Context: an optimization exercise on an open-source flow, tuned for small area, a short achievable clock period and few clock cycles per item. The choices shown serve that exercise and are no tape-out recipe. RTL that was checked went through simulation tests only; none was proved equivalent to the original.

umber:
==> module seq_multiplier, before the edit <==
module seq_multiplier #(parameter N = 32) (
    input  logic clk, rst_n, start,
    input  logic [N-1:0] a, b,
    output logic [(2*N)-1:0] prod,
    output logic ready
);
    logic [63:0] r;
    logic [31:0] mcand;
    logic [1:0]  dlt;        
    logic [2:0]  top;        
    logic [2:0]  cnt;        
    logic        busy;
    logic        one0, two0, neg0, one1, two1, neg1;
    function automatic logic [5:0] benc(input logic [3:0] n, input logic l);
        benc = {n[2] ^ n[1],
                (n[3] & ~n[2] & ~n[1]) | (~n[3] & n[2] & n[1]),
                n[3],
                n[0] ^ l,
                (n[1] & ~n[0] & ~l) | (~n[1] & n[0] & l),
                n[1]};
    endfunction
    logic [7:0] fa, fb;      
    logic [7:0] ta, tb;      
    logic [7:0] ha, hb;      
    always_comb begin
        for (int i = 0; i < 8; i++) begin
            fa[i] = |a[4*i +: 4];
            fb[i] = |b[4*i +: 4];
        end
        ta[7] = fa[7];
        tb[7] = fb[7];
        for (int i = 6; i >= 0; i--) begin
            ta[i] = ta[i+1] | fa[i];
            tb[i] = tb[i+1] | fb[i];
        end
        ha = ta & ~{1'b0, ta[7:1]};
        hb = tb & ~{1'b0, tb[7:1]};
    end
    logic [2:0] pa, pb;
    logic [3:0] na, nb;
    logic       la, lb;
    always_comb begin
        pa = '0; pb = '0;
        na = '0; nb = '0;
        la = 1'b0; lb = 1'b0;
        for (int i = 0; i < 8; i++) begin
            pa = pa | ({3{ha[i]}} & 3'(i));
            pb = pb | ({3{hb[i]}} & 3'(i));
            na = na | ({4{ha[i]}} & a[4*i +: 4]);
            nb = nb | ({4{hb[i]}} & b[4*i +: 4]);
            if (i > 0) begin
                la = la | (ha[i] & a[4*i - 1]);
                lb = lb | (hb[i] & b[4*i - 1]);
            end
        end
    end
    logic       swap;        
    assign swap = |(tb & ~ta);
    logic [5:0] enc_a, enc_b;
    assign enc_a = benc(na, la);
    assign enc_b = benc(nb, lb);
    logic [3:0] nn;
    logic       nl;
    always_comb begin
        nn = '0;
        nl = 1'b0;
        for (int i = 1; i < 8; i++)
            if (top == 3'(i)) begin
                nn = r[28 + 4*i +: 4];
                nl = r[27 + 4*i];
            end
        if (cnt == 3'd1) nl = 1'b0;
    end
    logic [33:0] row0, row1;
    always_comb begin
        for (int k = 0; k < 33; k++) begin
            row0[k] = ((one0 & (k < 32 ? mcand[k] : 1'b0)) |
                       (two0 & (k > 0 ? mcand[k-1] : 1'b0))) ^ neg0;
            row1[k] = ((one1 & (k < 32 ? mcand[k] : 1'b0)) |
                       (two1 & (k > 0 ? mcand[k-1] : 1'b0))) ^ neg1;
        end
        row0[33] = neg0;
        row1[33] = neg1;
    end
    logic [37:0] u0, u1, u2, cs_s, cs_c, w;
    assign u0   = {{4{neg0}}, row0};
    assign u1   = {{2{neg1}}, row1, 1'b0, neg0};
    assign u2   = {2'b0, r[31:0], 1'b0, neg1, 2'b0};
    assign cs_s = u0 ^ u1 ^ u2;
    assign cs_c = ((u0 & u1) | (u0 & u2) | (u1 & u2)) << 1;
    assign w = cs_s + cs_c;
    logic [27:0] up_sum;
    logic [31:0] hm;
    always_comb begin
        hm = {up_sum, r[35:32]};
        for (int i = 0; i < 8; i++)
            if (top == 3'(i)) hm[4*i +: 4] = 4'b0;
    end
    logic [27:0] up_nxt;
    assign up_nxt = hm[27:0];
    always_ff @(posedge clk or negedge rst_n) begin
        if (!rst_n) begin
            busy  <= 1'b0;
            ready <= 1'b0;
        end else if (start) begin
            busy  <= ta[0] & tb[0];
            ready <= ~(ta[0] & tb[0]);
        end else if (busy && cnt == 0) begin
            busy  <= 1'b0;
            ready <= 1'b1;
        end
    end
    always_ff @(posedge clk) begin
        if (start) begin
            mcand <= swap ? b : a;
            r     <= swap ? {a, b & {32{na[3]}}} : {b, a & {32{nb[3]}}};
            dlt   <= 2'b00;
            top   <= swap ? pa : pb;
            cnt   <= swap ? pa : pb;
            {one1, two1, neg1, one0, two0, neg0} <= swap ? enc_a : enc_b;
        end else if (busy) begin
            r     <= {up_nxt, w[35:0]};
            dlt   <= w[37:36];
            cnt   <= cnt - 1'b1;
            {one1, two1, neg1, one0, two0, neg0} <= benc(nn, nl);
        end
    end
    logic [27:0] oa [0:5];   
    logic [27:0] oz [0:5];   
    always_comb begin
        oa[0] = {r[62:36], 1'b1};
        oz[0] = {~r[62:36], 1'b1};
        for (int l = 0; l < 5; l++)
            for (int i = 0; i < 28; i++)
                if (i >= (1 << l)) begin
                    oa[l+1][i] = oa[l][i] & oa[l][i - (1 << l)];
                    oz[l+1][i] = oz[l][i] & oz[l][i - (1 << l)];
                end else begin
                    oa[l+1][i] = oa[l][i];
                    oz[l+1][i] = oz[l][i];
                end
    end
    assign up_sum = r[63:36] ^ (({28{dlt == 2'b01}} & oa[5]) |
                                ({28{dlt == 2'b11}} & oz[5]));
    assign prod   = {up_sum, r[35:0]};
endmodule
==> flow/config.mk <==
export PLATFORM = sky130hd
export DESIGN_NAME = seq_multiplier
export DESIGN_NICKNAME = seq_multiplier
export VERILOG_FILES = /design/flow/design.v
export SDC_FILE = /design/flow/constraint.sdc
export NUM_CORES = 4
export LEC_CHECK = 0
export CAP_MARGIN = 20
export CORE_MARGIN = 2
export CORE_UTILIZATION = 40
export SLEW_MARGIN = 20
==> flow/constraint.sdc <==
create_clock -name core_clock -period 4.5 [get_ports {clk}]
set_input_delay 0.9000 -clock core_clock [delete_from_list [all_inputs] [get_ports {clk}]]
set_output_delay 0.9000 -clock core_clock [all_outputs]
set_load 0.01 [all_outputs]
standard.sh (not shown) runs the stock make flow with config.mk's settings and CLKGATE_MAP_FILE= SYNTH_SCRIPT=/design/flow/synth_recipe.tcl, a recipe that flattens the netlist after the stock synthesis.
==> flow/flow/run.sh <==
#!/bin/bash
# The standard layout, with the port buffers made of the smallest buffer
# cell instead of the default delay buffer.
set -euo pipefail
export BUFFER_PORTS_ARGS="-buffer_cell sky130_fd_sc_hd__buf_1"
bash standard.sh > standard_flow.log 2>&1
Input-level comparison between garnet and umber:
--- a/flow/design.v
+++ b/flow/design.v
@@ -86,20 +86,34 @@
     assign u0   = {{4{neg0}}, row0};
     assign u1   = {{2{neg1}}, row1, 1'b0, neg0};
     assign u2   = {2'b0, r[31:0], 1'b0, neg1, 2'b0};
     assign cs_s = u0 ^ u1 ^ u2;
     assign cs_c = ((u0 & u1) | (u0 & u2) | (u1 & u2)) << 1;
-    assign w = cs_s + cs_c;
-    logic [27:0] up_sum;
+    logic [37:0] kg [0:6];
+    logic [37:0] kp [0:6];
+    always_comb begin
+        kg[0] = cs_s & cs_c;
+        kp[0] = cs_s ^ cs_c;
+        for (int l = 0; l < 6; l++)
+            for (int i = 0; i < 38; i++)
+                if (i >= (1 << l)) begin
+                    kg[l+1][i] = kg[l][i] | (kp[l][i] & kg[l][i - (1 << l)]);
+                    kp[l+1][i] = kp[l][i] & kp[l][i - (1 << l)];
+                end else begin
+                    kg[l+1][i] = kg[l][i];
+                    kp[l+1][i] = kp[l][i];
+                end
+    end
+    assign w = kp[0] ^ {kg[6][36:0], 1'b0};
     logic [31:0] hm;
     always_comb begin
-        hm = {up_sum, r[35:32]};
+        hm = r[63:32];
         for (int i = 0; i < 8; i++)
             if (top == 3'(i)) hm[4*i +: 4] = 4'b0;
     end
     logic [27:0] up_nxt;
-    assign up_nxt = hm[27:0];
+    assign up_nxt = {hm[27:4] + {{23{dlt[1]}}, dlt[0]}, hm[3:0]};
     always_ff @(posedge clk or negedge rst_n) begin
         if (!rst_n) begin
             busy  <= 1'b0;
             ready <= 1'b0;
         end else if (start) begin
@@ -138,9 +152,8 @@
                 end else begin
                     oa[l+1][i] = oa[l][i];
                     oz[l+1][i] = oz[l][i];
                 end
     end
-    assign up_sum = r[63:36] ^ (({28{dlt == 2'b01}} & oa[5]) |
-                                ({28{dlt == 2'b11}} & oz[5]));
-    assign prod   = {up_sum, r[35:0]};
+    assign prod = {r[63:36] ^ (({28{dlt == 2'b01}} & oa[5]) |
+                               ({28{dlt == 2'b11}} & oz[5])), r[35:0]};
 endmodule
Startpoint-to-endpoint class of the critical path: flip-flop to output port -> garnet, flip-flop to flip-flop -> umber
Compared with umber, die area in garnet increased by a little under 10%.
Between umber and garnet, the flow reports number of instances in the placed design increasing by a little under 10%.
Critical path startpoint = one0$_DFFE_PP_: umber; critical path startpoint = r[38]$_DFFE_PP_: garnet
From umber to garnet, number of input and output port buffers inserted did not move at all.
Diff garnet..umber | number of nets still failing antenna checks after routing | unchanged
Post-synthesis cell type count: umber and garnet compared, higher one is garnet
From umber to garnet the numbers moved as follows: cell area reported after detailed placement up 1300 um2, largest clock skew in the final design closely matched the old numbers.
Fraction of the cycle the final worst path needs of umber is on par with garnet.
Testbench counts of garnet, summed over its fixed seeds: cycles 10,280, items 2,400.
For umber, only the layout was checked, not whether the RTL still works.

==> static timing again, ports no longer ideal <==
In the flow no input, the clock included, has a driving cell. The finished layouts below were timed again as built, in two steps. Step 1: set_driving_cell puts a clkbuf_16 on clk and a buf_2 on each other input, an assumption about the parent block. Step 2, shift: input delay + t, output delay - t, t = (earliest + latest rising clock arrival at the registers) / 2. This alone moves slack from input paths to output paths. Three values: ideal ports, drivers, drivers and shift; two values: the first two.
run	shift t [ns]	setup WS [ns]	clock arrival spread, ns
umber	0.422	0.189 / 0.189 / 0.189	0.013 / 0.012
garnet	0.416	0.193 / 0.143 / 0.228	0.013 / 0.013
After both steps every run listed still meets setup and hold.
